Background: an optimization exercise with open tools, aiming at small area, a short achievable clock period and few clock cycles. Do not read the settings as production practice. In this exercise RTL edits were held to simulation tests only and were not proved equivalent to the original.

==> inputs of tundra <==
==> flow/design.v (excerpt) <==
module qr_mgs_core #
(
    parameter NUM_MAC    = 4,
    parameter DW         = 24,
    parameter DOT_W      = 56,
    parameter COL_W      = 8,
    parameter I_W        = 4,
    parameter M_W        = 6,
    parameter ROW_N      = 4,
    parameter ADDR_W_PHI = 12,
    parameter ADDR_W_Q   = 12,
    parameter ADDR_W_R   = 12,
    parameter FW_DATA    = 13,
    parameter FW_ISR     = 22
)
(
    input  wire                    clk,
    input  wire                    rst_n,
    input  wire                    start_core,
    input  wire [COL_W-1:0]        lambda_i,
    input  wire [I_W-1:0]          current_i,
    input  wire [M_W-1:0]          M_rows_in,
    output reg  [ADDR_W_PHI-1:0]   phi_addr,
    input  wire [(NUM_MAC*DW)-1:0] phi_data,
    output reg  [ADDR_W_R-1:0]     r_addr_a,
    output reg                     r_we_a,
    output reg  [DW-1:0]           r_din_a,
    output reg  [ADDR_W_Q-1:0]     q_addr_a,
    output reg                     q_we_a,
    output wire [(NUM_MAC*DW)-1:0] q_din_a,
    output reg  [ADDR_W_Q-1:0]     q_addr_b,
    input  wire [(NUM_MAC*DW)-1:0] q_dout_b,
    output reg  [M_W-1:0]          res_addr_a,
    output reg                     res_we_a,
    output wire [(NUM_MAC*DW)-1:0] res_din_a,
    output reg  [M_W-1:0]          res_addr_b,
    input  wire [(NUM_MAC*DW)-1:0] res_dout_b,
    output reg                     core_done
);
==> flow/config.mk <==
export PLATFORM = sky130hd
export DESIGN_NAME = qr_mgs_core
export DESIGN_NICKNAME = qr_mgs_core
export VERILOG_FILES = /design/flow/design.v
export SDC_FILE = /design/flow/constraint.sdc
export NUM_CORES = 8
export LEC_CHECK = 0
export CAP_MARGIN = 20
export CORE_MARGIN = 2
export CORE_UTILIZATION = 40
export CTS_CLUSTER_DIAMETER = 100
export CTS_CLUSTER_SIZE = 20
export PLACE_DENSITY = 0.6
export SLEW_MARGIN = 20
export SYNTH_MEMORY_MAX_BITS = 8192
==> flow/constraint.sdc <==
create_clock -name core_clock -period 25.0 [get_ports {clk}]
set_input_delay 5.0000 -clock core_clock [delete_from_list [all_inputs] [get_ports {clk}]]
set_output_delay 5.0000 -clock core_clock [all_outputs]
set_load 0.01 [all_outputs]
standard.sh (not shown) runs the stock make flow with config.mk's settings and CLKGATE_MAP_FILE= SYNTH_SCRIPT=/design/flow/synth_recipe.tcl, a recipe that flattens the netlist after the stock synthesis.
==> flow/flow/run.sh <==
#!/bin/bash
# Standard layout with three changes: the port buffers are sky130_fd_sc_hd__buf_2 instead of the
# weakest buffer the resizer would pick; after placement the flip-flops that drive output ports
# get the 4x drive strength of their cell (flow/upsize.tcl); and clock tree synthesis places its
# buffers at most 300 um apart (CTS_BUF_DISTANCE), which gives a shallower tree.
# Each step's output goes to a log file of its own.
set -euo pipefail
export BUFFER_PORTS_ARGS="-buffer_cell sky130_fd_sc_hd__buf_2"
export CTS_BUF_DISTANCE=300
bash standard.sh synth > synth.log 2>&1
bash standard.sh place > place.log 2>&1
RESULTS=orfs/results/sky130hd/qr_mgs_core/base openroad -no_init -exit flow/upsize.tcl > upsize.log 2>&1
bash standard.sh > layout.log 2>&1
==> flow/flow/upsize.tcl <==
# Upsize the flip-flops that drive output ports (through their port buffers) to the 4x drive
# strength of the same cell, then legalize the placement again.
read_liberty $::env(FLOW_HOME)/platforms/sky130hd/lib/sky130_fd_sc_hd__tt_025C_1v80.lib
set res $::env(RESULTS)
read_db $res/3_place.odb
set block [ord::get_db_block]
set n 0
foreach bterm [$block getBTerms] {
  if {[$bterm getIoType] != "OUTPUT"} continue
  set net [$bterm getNet]
  if {$net == "NULL"} continue
  set buf ""
  foreach it [$net getITerms] { if {[$it isOutputSignal]} { set buf [$it getInst] } }
  if {$buf == ""} continue
  set in_net ""
  foreach it [$buf getITerms] { if {[$it isInputSignal] && [$it getNet] != "NULL"} { set in_net [$it getNet] } }
  if {$in_net == "" || [$in_net getSigType] != "SIGNAL"} continue
  foreach it [$in_net getITerms] {
    if {![$it isOutputSignal]} continue
    set drv [$it getInst]
    set m [[$drv getMaster] getName]
    if {[regexp {^(sky130_fd_sc_hd__(dfxtp|dfrtp))_[12]$} $m -> base]} {
      replace_cell [$drv getName] ${base}_4
      incr n
    }
  }
}
puts "upsized $n flip-flops that drive outputs"
detailed_placement
check_placement -verbose
write_db $res/3_place.odb
==> juniper (differences from tundra) <==
--- a/flow/design.v
+++ b/flow/design.v
@@ -1838,13 +1838,14 @@
     reg [7:0] lam;
     wire isr_go;
     wire       start_now = (st == S_IDLE) && start_core;
     wire       issue     = (st == S_PASS) || start_now;
     wire [2:0] iss_type  = start_now ? ((current_i == 4'd0) ? P_LU : P_LD0) : ptype;
     wire [3:0] rr        = start_now ? 4'd0 : pcnt;
-    wire       iss_val   = start_now || ({2'b00, pcnt} <= mrow);
+    wire [5:0] mm        = start_now ? M_rows_in : mrow;
+    wire       iss_val   = ({2'b00, rr} <= mm);
     wire       iss_first = start_now || (pcnt == 4'd0);
     wire       iss_last  = (st == S_PASS) && (pcnt == 4'd15);
     wire [3:0] jq        = start_now ? 4'd0 : (ptype == P_N2 || ptype == P_RR) ? cur_i : jc;
     always @(posedge clk or negedge rst_n) begin
         if (!rst_n) begin
             st <= S_IDLE; ptype <= P_LD0; pcnt <= 4'd0; jc <= 4'd0; gcnt <= 1'b0;
@@ -2094,21 +2095,24 @@
             acc_c <= nx_c;
         end
     end
     assign accv = acc_s + acc_c;
     always @(posedge clk or negedge rst_n) begin
         if (!rst_n) begin
-            q_we_a <= 1'b0; res_we_a <= 1'b0; r_we_a <= 1'b0; core_done <= 1'b0;
+            q_we_a <= 1'b0; q_addr_a <= 12'd0; res_we_a <= 1'b0; res_addr_a <= 6'd0;
+            r_we_a <= 1'b0; r_addr_a <= 12'd0; r_din_a <= 24'd0; core_done <= 1'b0;
         end else begin
-            q_we_a    <= d_val && (d_type == P_LD0 || d_type == P_LU || d_type == P_RR);
-            res_we_a  <= d_load || s2_wres;
-            core_done <= s2_done;
-            r_we_a    <= (d_v && d_first && d_type == P_U) || (isr_act && ic == 5'd16);
+            q_we_a     <= d_val && (d_type == P_LD0 || d_type == P_LU || d_type == P_RR);
+            q_addr_a   <= {4'd0, cur_i, d_row};
+            res_we_a   <= d_load || s2_wres;
+            res_addr_a <= {2'b00, d_load ? d_row : s2_row};
+            core_done  <= s2_done;
+            r_we_a     <= 1'b0;
+            if (d_v && d_first && d_type == P_U) begin
+                r_we_a <= 1'b1; r_addr_a <= {4'd0, jc, cur_i}; r_din_a <= accv[36:13];
+            end
+            if (isr_act && ic == 5'd16) begin
+                r_we_a <= 1'b1; r_addr_a <= {4'd0, cur_i, cur_i}; r_din_a <= yreg;
+            end
         end
     end
-    always @(posedge clk) begin
-        q_addr_a   <= {4'd0, cur_i, d_row};
-        res_addr_a <= {2'b00, d_load ? d_row : s2_row};
-        r_addr_a   <= {4'd0, isr_act ? cur_i : jc, cur_i};
-        r_din_a    <= isr_act ? yreg : accv[36:13];
-    end
 endmodule
==> flow/flow/run.sh (replaced) <==
#!/bin/bash
# Standard layout with two changes: the port buffers are sky130_fd_sc_hd__buf_2 instead of the
# weakest buffer the resizer would pick, and after placement the flip-flops that drive output
# ports get the 4x drive strength of their cell. Each step's output goes to a log file of its own.
set -euo pipefail
export BUFFER_PORTS_ARGS="-buffer_cell sky130_fd_sc_hd__buf_2"
bash standard.sh synth > synth.log 2>&1
bash standard.sh place > place.log 2>&1
RESULTS=orfs/results/sky130hd/qr_mgs_core/base openroad -no_init -exit flow/upsize.tcl > upsize.log 2>&1
bash standard.sh > layout.log 2>&1
==> flow/config.mk (replaced) <==
export PLATFORM = sky130hd
export DESIGN_NAME = qr_mgs_core
export DESIGN_NICKNAME = qr_mgs_core
export VERILOG_FILES = /design/flow/design.v
export SDC_FILE = /design/flow/constraint.sdc
export NUM_CORES = 8
export LEC_CHECK = 0
export CAP_MARGIN = 20
export CELL_PAD_IN_SITES_DETAIL_PLACEMENT = 1
export CORE_MARGIN = 2
export CORE_UTILIZATION = 40
export CTS_CLUSTER_DIAMETER = 100
export CTS_CLUSTER_SIZE = 20
export PLACE_DENSITY = 0.52
export SLEW_MARGIN = 20
export SYNTH_MEMORY_MAX_BITS = 8192
==> nickel (differences from tundra) <==
--- a/flow/design.v
+++ b/flow/design.v
@@ -1838,13 +1838,14 @@
     reg [7:0] lam;
     wire isr_go;
     wire       start_now = (st == S_IDLE) && start_core;
     wire       issue     = (st == S_PASS) || start_now;
     wire [2:0] iss_type  = start_now ? ((current_i == 4'd0) ? P_LU : P_LD0) : ptype;
     wire [3:0] rr        = start_now ? 4'd0 : pcnt;
-    wire       iss_val   = start_now || ({2'b00, pcnt} <= mrow);
+    wire [5:0] mm        = start_now ? M_rows_in : mrow;
+    wire       iss_val   = ({2'b00, rr} <= mm);
     wire       iss_first = start_now || (pcnt == 4'd0);
     wire       iss_last  = (st == S_PASS) && (pcnt == 4'd15);
     wire [3:0] jq        = start_now ? 4'd0 : (ptype == P_N2 || ptype == P_RR) ? cur_i : jc;
     always @(posedge clk or negedge rst_n) begin
         if (!rst_n) begin
             st <= S_IDLE; ptype <= P_LD0; pcnt <= 4'd0; jc <= 4'd0; gcnt <= 1'b0;
==> flow/flow/run.sh (replaced) <==
#!/bin/bash
# Standard layout with two changes: the port buffers are sky130_fd_sc_hd__buf_2 instead of the
# weakest buffer the resizer would pick, and after placement the flip-flops that drive output
# ports get the 4x drive strength of their cell. Each step's output goes to a log file of its own.
set -euo pipefail
export BUFFER_PORTS_ARGS="-buffer_cell sky130_fd_sc_hd__buf_2"
bash standard.sh synth > synth.log 2>&1
bash standard.sh place > place.log 2>&1
RESULTS=orfs/results/sky130hd/qr_mgs_core/base openroad -no_init -exit flow/upsize.tcl > upsize.log 2>&1
bash standard.sh > layout.log 2>&1
--- a/flow/config.mk
+++ b/flow/config.mk
@@ -3,12 +3,13 @@
 export DESIGN_NICKNAME = qr_mgs_core
 export VERILOG_FILES = /design/flow/design.v
 export SDC_FILE = /design/flow/constraint.sdc
 export NUM_CORES = 8
 export LEC_CHECK = 0
 export CAP_MARGIN = 20
+export CELL_PAD_IN_SITES_DETAIL_PLACEMENT = 1
 export CORE_MARGIN = 2
 export CORE_UTILIZATION = 40
 export CTS_CLUSTER_DIAMETER = 100
 export CTS_CLUSTER_SIZE = 20
 export PLACE_DENSITY = 0.6
 export SLEW_MARGIN = 20
==> qor summary <==
	juniper	nickel	tundra
Number of distinct standard cells referenced by the synthesized netlist	101	119	103
Area fraction of clock buffers and clock inverters	2.562%	2.291%	2.293%
Met1 demand-to-capacity share in global routing	48.63%	46.99%	44.61%
Number of buffers and inverters on the critical path	1	1	4
Via-to-Cell Ratio	6.300	6.413	6.233
Post-Place Cell Area	0.1339 mm2	0.1348 mm2	0.1338 mm2
Maximum root-to-sink buffer count	4	3	3
Post-synthesis simple-gate area fraction	9.143%	9.586%	9.225%
Layout clock buffer count	148	137	141
Violation count after the first detailed-routing iteration	15.11k	15.97k	16.21k
Clock slew seen by the registers of the worst setup and hold paths	0.10 ns	0.09 ns	0.09 ns
Fraction of synthesized area in multiplexers	2.687%	2.351%	2.550%
GRT Total Usage	37.42%	38.08%	34.98%
Transition time at the pin with the least slew margin	1.331 ns	1.353 ns	1.286 ns
Share of the core filled with cells	44.01%	43.75%	43.79%
Reg-to-Reg End	y0reg[9]$_DFFE_PP_	y0reg[11]$_DFFE_PP_	y0reg[12]$_DFFE_PP_
Routed length on met3	73100 um	74460 um	77580 um
Placed cells	17.91k	18.07k	17.94k
Gate count of the mapped netlist	13.85k	14.07k	13.94k
Outcome	complete, no violations	complete, no violations	complete, no violations
Clock period minus worst slack	6.583 ns	6.514 ns	6.489 ns
Number of antenna violations at the first check in global routing	90	91	79
Routed wl met2	257800 um	267300 um	239100 um
Testbench counts of tundra, summed over its fixed seeds: cycles 98,802.
Testbench counts of juniper, summed over its fixed seeds: cycles 98,802.
Testbench counts of nickel, summed over its fixed seeds: cycles 98,802.

port drivers added, routing unchanged:
The flow's constraints put no driver on any port. The routed layouts listed below were extracted and timed again, unchanged, in two steps. Step 1, drivers: a clkbuf_16 drives clk and a buf_2 each remaining input, both assumed. Step 2 moves the port delays by t, midway between the first and last clock arrival at a register: inputs arrive t later, outputs are due t later. That takes back most of the time a late clock gives input paths. Slacks: ideal / step 1 / step 2; pairs: ideal / step 1.
run	t, ns	setup slack, ns	worst setup path at the end
tundra	0.896	18.511 / 18.419 / 18.140	input to register
juniper	0.982	18.417 / 18.319 / 17.685	input to register
nickel	0.895	18.486 / 18.442 / 17.657	input to register
After both steps setup and hold are still met in every run listed. For nickel, which loses most, drivers alone change the setup slack by -0.044 ns; drivers and shift together by -0.829 ns.
